This design comes from an exercise in tuning for small area and a short achievable clock period on the open sky130 flow, not from production work. Where RTL was checked, it was by simulation tests only, not by an equivalence proof against the original. Power and IR drop assume default switching activity.

==> flow/design.v (excerpt) <==
module Q1S(a, b, clk, res);
  input clk;
  input [31:0] a;
  input [31:0] b;
  output [63:0] res;
  reg r1_0;
  reg r1_1;
  reg r1_2;
  reg r1_3;
  reg r1_4;
  reg r1_5;
  reg r1_6;
  reg r1_7;
  reg r1_8;
  reg r1_9;
  reg r1_10;
  reg r1_11;
  reg r1_12;
  reg r1_13;
  reg r1_14;
  reg r1_15;
  reg r1_16;
  reg r1_17;
  reg r1_18;
  reg r1_19;
  reg r1_20;
  reg r1_21;
  reg r1_22;
  reg r1_23;
  reg r1_24;
  reg r1_25;
  reg r1_26;
  reg r1_27;
  reg r1_28;
  reg r1_29;
  reg r1_30;
  reg r1_31;
  wire g1;
  wire p2;
  wire g3;
  wire p4;
  wire g5;
  wire p6;
  wire g7;
  wire p8;
  wire g9;
  wire p10;
  wire g11;
  wire p12;
  wire g13;
  wire p14;
  wire g15;
  wire p16;
  wire g17;
  wire p18;
  wire g19;
  wire p20;
  wire g21;
  wire p22;
  wire g23;
  wire p24;
  wire g25;
  wire p26;
  wire g27;
  wire p28;
  wire g29;
  wire p30;
  wire g31;
  wire p32;
  wire g33;
  wire p34;
  wire g35;
  wire p36;
  wire g37;
  wire p38;
  wire g39;
  wire p40;
  wire g41;
  wire p42;
  wire g43;
  wire p44;
  wire g45;
  wire p46;
  ...
clock: 7.5 ns
lec_check: 0
cap_margin: 20
core_margin: 2
core_utilization: 55
cts_cluster_diameter: 100
cts_cluster_size: 20
setup_slack_margin: 4.9
slew_margin: 20
standard.sh (not shown) runs the stock make flow with config.mk's settings and CLKGATE_MAP_FILE= SYNTH_SCRIPT=/design/flow/synth_recipe.tcl, a recipe that flattens the netlist after the stock synthesis.
==> flow/flow/run.sh <==
#!/bin/bash
# The standard layout, with one extra step between synthesis and floorplan:
# flow/polarity.py picks the polarity of each full-adder cell so that fewer
# inverters are needed (FA(~a,~b,~c) = ~FA(a,b,c); xor2 and xnor2 swap to absorb
# input or output inversions); registers are untouched.
set -euo pipefail
cd "$(dirname "$0")/.."
R="$PWD/orfs/results/${FLOW_PLATFORM:-sky130hd}/Q1S/base"
bash standard.sh "$R/1_2_yosys.v" > synth.log 2>&1
cp "$R/1_2_yosys.v" synth_netlist_before_polarity.v
python3 flow/polarity.py "$R/1_2_yosys.v" > polarity.log 2>&1
bash standard.sh > layout.log 2>&1
Other scripts of this flow, unchanged in this note and not shown: flow/flow/polarity.py
The starting point finished clean.
Rerun with:
==> flow/flow/run.sh (replaced) <==
#!/bin/bash
# The standard layout with two changes:
# - one extra step between synthesis and floorplan: flow/polarity.py picks the
#   polarity of each full-adder cell so that fewer inverters are needed
#   (FA(~a,~b,~c) = ~FA(a,b,c); xor2 and xnor2 swap to absorb input or output
#   inversions); registers are untouched.
# - the port buffers that placement inserts on every input and output are
#   buf_1 cells (timing repair still resizes them where needed).
set -euo pipefail
cd "$(dirname "$0")/.."
R="$PWD/orfs/results/${FLOW_PLATFORM:-sky130hd}/Q1S/base"
export BUFFER_PORTS_ARGS="-buffer_cell sky130_fd_sc_hd__buf_1"
bash standard.sh "$R/1_2_yosys.v" > synth.log 2>&1
cp "$R/1_2_yosys.v" synth_netlist_before_polarity.v
python3 flow/polarity.py "$R/1_2_yosys.v" > polarity.log 2>&1
bash standard.sh > layout.log 2>&1
- SETUP_SLACK_MARGIN: 4.9 -> 4.8
The changed run went through all stages and came out clean.
Critical path depth went down by 6.
Synthesized cell count is unchanged.
Clock power hardly moves.
Rerun with:
- CORE_UTILIZATION: 55 -> 62
- SETUP_SLACK_MARGIN: 4.8 -> 4.9
Effect: Global-route usage climbs by 3.0 points. Total power climbs by 0.35%. Via count climbs by 1.3%. Setup slack improved by 0.11 ns. Non-clock buffer count drops by 7. Core utilization climbs by 7.2 points. Die area drops by 11%. Design area stays flat. Synthesized area is unchanged. Fmax climbs by 4.2%. Final cell count drops by about 2.6%.
Rerun with:
- CORE_UTILIZATION: 62 -> 55
- SETUP_SLACK_MARGIN: 4.9 -> 5.0
The new run finished with timing, DRC and antenna clean.
Synthesized cell count stays the same.
Clock skew climbs by 0.0042 ns.
Setup slack degrades by 0.017 ns.
Via count goes down by 0.73%.
Count of clock-buffer cells in the layout grows by 2.
Routed wire length increases by 3.1%.
Combinational power grows by about 1%.
Non-clock buffer count rose by 14.

---

Q1S again, from the RTL that the note above started with.
export LEC_CHECK = 0
export CAP_MARGIN = 20
export CORE_MARGIN = 2
export CORE_UTILIZATION = 55
export CTS_CLUSTER_DIAMETER = 100
export CTS_CLUSTER_SIZE = 20
export SETUP_SLACK_MARGIN = 4.9
export SLEW_MARGIN = 20
create_clock -name core_clock -period 7.5 [get_ports {clk}]
run.sh (not shown) runs the stock make flow with config.mk's settings and CLKGATE_MAP_FILE= SYNTH_SCRIPT=/design/flow/synth_recipe.tcl, a recipe that flattens the netlist after the stock synthesis.
Stock flow here: none of the scripts above is used.
Then changed:
Settings changed: CORE_UTILIZATION 55 to 65, SETUP_SLACK_MARGIN 4.9 to 5.0.
After rerunning:
- final area is higher by a few percent
- register-to-register slack gets better by 0.03 ns
- utilization grows by 13 points
- worst setup slack gains 0.031 ns
- global-route usage is higher by 4.6 points
- via count climbs by a few percent
- hold slack is about the same
- flip-flop and latch count stays the same
- sequential share of layout area shrinks by 1.0 points
- first-iteration DRC count is higher by a quarter to a third

---

## job 1882
Starting RTL as in the previous note.
==> flow/config.mk <==
export PLATFORM = sky130hd
export DESIGN_NAME = Q1S
export DESIGN_NICKNAME = Q1S
export VERILOG_FILES = /design/flow/design.v
export SDC_FILE = /design/flow/constraint.sdc
export NUM_CORES = 4
export LEC_CHECK = 0
export CAP_MARGIN = 20
export CORE_MARGIN = 2
export CORE_UTILIZATION = 55
export CTS_CLUSTER_DIAMETER = 90
export CTS_CLUSTER_SIZE = 24
export SETUP_SLACK_MARGIN = 4.9
export SLEW_MARGIN = 20
==> flow/constraint.sdc <==
create_clock -name core_clock -period 7.5 [get_ports {clk}]
set_input_delay 1.5000 -clock core_clock [delete_from_list [all_inputs] [get_ports {clk}]]
set_output_delay 1.5000 -clock core_clock [all_outputs]
set_load 0.01 [all_outputs]
standard.sh (not shown) runs the stock make flow with config.mk's settings and CLKGATE_MAP_FILE= SYNTH_SCRIPT=/design/flow/synth_recipe.tcl, a recipe that flattens the netlist after the stock synthesis.
==> flow/flow/run.sh <==
#!/bin/bash
# The standard layout with two changes:
# - one extra step between synthesis and floorplan: flow/polarity.py picks the
#   polarity of each full-adder cell so that fewer inverters are needed
#   (FA(~a,~b,~c) = ~FA(a,b,c); xor2 and xnor2 swap to absorb input or output
#   inversions); registers are untouched.
# - the port buffers that placement inserts on every input and output are
#   buf_1 cells (timing repair still resizes them where needed).
set -euo pipefail
cd "$(dirname "$0")/.."
R="$PWD/orfs/results/${FLOW_PLATFORM:-sky130hd}/Q1S/base"
export BUFFER_PORTS_ARGS="-buffer_cell sky130_fd_sc_hd__buf_1"
bash standard.sh "$R/1_2_yosys.v" > synth.log 2>&1
cp "$R/1_2_yosys.v" synth_netlist_before_polarity.v
python3 flow/polarity.py "$R/1_2_yosys.v" > polarity.log 2>&1
bash standard.sh > layout.log 2>&1
Other scripts of this flow, unchanged in this note and not shown: flow/flow/polarity.py
diff inputs: job 1882 => job 9436
--- a/flow/config.mk
+++ b/flow/config.mk
@@ -9,6 +9,6 @@
 export CORE_MARGIN = 2
 export CORE_UTILIZATION = 55
-export CTS_CLUSTER_DIAMETER = 90
-export CTS_CLUSTER_SIZE = 24
+export CTS_CLUSTER_DIAMETER = 100
+export CTS_CLUSTER_SIZE = 20
 export SETUP_SLACK_MARGIN = 4.9
 export SLEW_MARGIN = 20
Notes after the runs:
Count of inserted antenna diode cells: job 9436 vs job 1882 up 2
Depth of the worst register-to-register path in job 9436 is 6 below job 1882.
Worst hold slack for job 9436 is lower than for job 1882.
Job 9436: all stages complete, timing, DRC and antenna checks passed
Aggregate global-route resource usage was higher in the run labelled job 9436.
Taking job 9436 as 1.0, job 1882 lands at 0.894 on clock power.
Higher flip-flop and latch power was reported by job 1882, not job 9436.
Looking at clock share of power, job 9436 sits 1.4 points above job 1882.

---

Another version of the RTL of Q1S (not shown whole).
Size in the first run: about 3700 cells after synthesis, ~630 flip-flops, about 130 I/O pins, roughly 0.039 mm^2 of cells after synthesis.
clock: 7.5 ns
lec_check: 0
cap_margin: 20
core_margin: 2
core_utilization: 40
cts_cluster_diameter: 100
cts_cluster_size: 20
setup_slack_margin: 4.8
slew_margin: 20
run.sh (not shown) runs the stock make flow with config.mk's settings and CLKGATE_MAP_FILE= SYNTH_SCRIPT=/design/flow/synth_recipe.tcl, a recipe that flattens the netlist after the stock synthesis.
Stock flow here: none of the scripts above is used.
The first run passed the timing, DRC and antenna checks.
Edit:
- CTS_CLUSTER_DIAMETER: 100 -> default
- CTS_CLUSTER_SIZE: 20 -> default
- SETUP_SLACK_MARGIN: 4.8 -> 4.6
Effect:
- The changed run went through all stages and came out clean
- sequential power stays flat
- combinational power barely changes
- wire length is about the same
- total power goes up by 6.9%
- worst setup slack got worse by 0.16 ns
- core utilization goes up by 1.2 points
- count of clock-buffer cells in the layout goes up by 53
No run of this note included a check of the RTL's function; only the layout flow was run.

---

Another version of the RTL of Q1S (not shown whole).
For scale: ~3,500 cells after synthesis, ~130 I/O pins, about 36,000 um^2 of cells after synthesis.
clock: 7.5 ns
lec_check: 0
cap_margin: 20
core_margin: 2
core_utilization: 55
cts_cluster_diameter: 100
cts_cluster_size: 20
setup_slack_margin: 4.9
slew_margin: 20
Next try:
CAP_MARGIN = 50   (was 20)
CORE_UTILIZATION = 40   (was 55)
SLEW_MARGIN = 70   (was 20)
What happened: Cell area is higher by a few percent. Die area is higher by well over a third. Hold slack gets worse by 0.0051 ns. Non-clock buffer count is higher by 70. Sequential cell count is unchanged. Critical path depth is higher by 2. Total power barely changes. Register-to-register slack is about the same. Core utilization is lower by 15 points.
No run of this note included a check of the RTL's function; only the layout flow was run.

==> static timing again, ports no longer ideal <==
The flow's constraints put no driver on any port. The routed layouts listed below were extracted and timed again, unchanged, in two steps.
Step 1 sets driving cells, clkbuf_16 on the clock port and buf_2 on the other inputs (assumed; they add their load-dependent delay and slew).
Step 2 adds t to the input delays and takes it off the output delays; t is the mean of the earliest and latest rising clock arrival at the registers after step 1. Input paths then give back, and output paths get back, about the clock's delay inside the block.
Three values: ideal, step 1, step 2; two values: the first two.
| run | shift t [ns] | setup WS [ns] | worst setup path at the end | pins driven straight from the clock port |
|---|---|---|---|---|
| the first run of note 1 | 0.649 | 4.842 / 4.842 / 4.842 | register to register | 1 |
| the second run of note 1 | 0.648 | 4.736 / 4.736 / 4.736 | register to register | 1 |
| the third run of note 1 | 0.660 | 4.847 / 4.842 / 4.847 | register to register | 1 |
| the fourth run of note 1 | 0.645 | 4.830 / 4.830 / 4.830 | register to register | 1 |
| the first run of note 2 | 0.657 | 4.853 / 4.853 / 4.853 | register to register | 1 |
| the second run of note 2 | 0.645 | 4.884 / 4.884 / 4.884 | register to register | 1 |
| job 1882 | 0.695 | 4.782 / 4.782 / 4.782 | register to register | 1 |
| job 9436 | 0.649 | 4.871 / 4.871 / 4.871 | register to register | 1 |
| the first run of note 4 | 0.678 | 4.712 / 4.712 / 4.712 | register to register | 1 |
| the second run of note 4 | 0.696 | 4.550 / 4.550 / 4.550 | register to register | 1 |
| the first run of note 5 | 0.665 | 4.814 / 4.814 / 4.523 | input to register | 1 |
| the second run of note 5 | 0.648 | 4.826 / 4.803 / 4.534 | input to register | 1 |
After both steps every run listed still meets setup and hold. The setup slack of the second run of note 5, which loses most, moves by -0.023 ns with the drivers and by -0.292 ns with both steps.
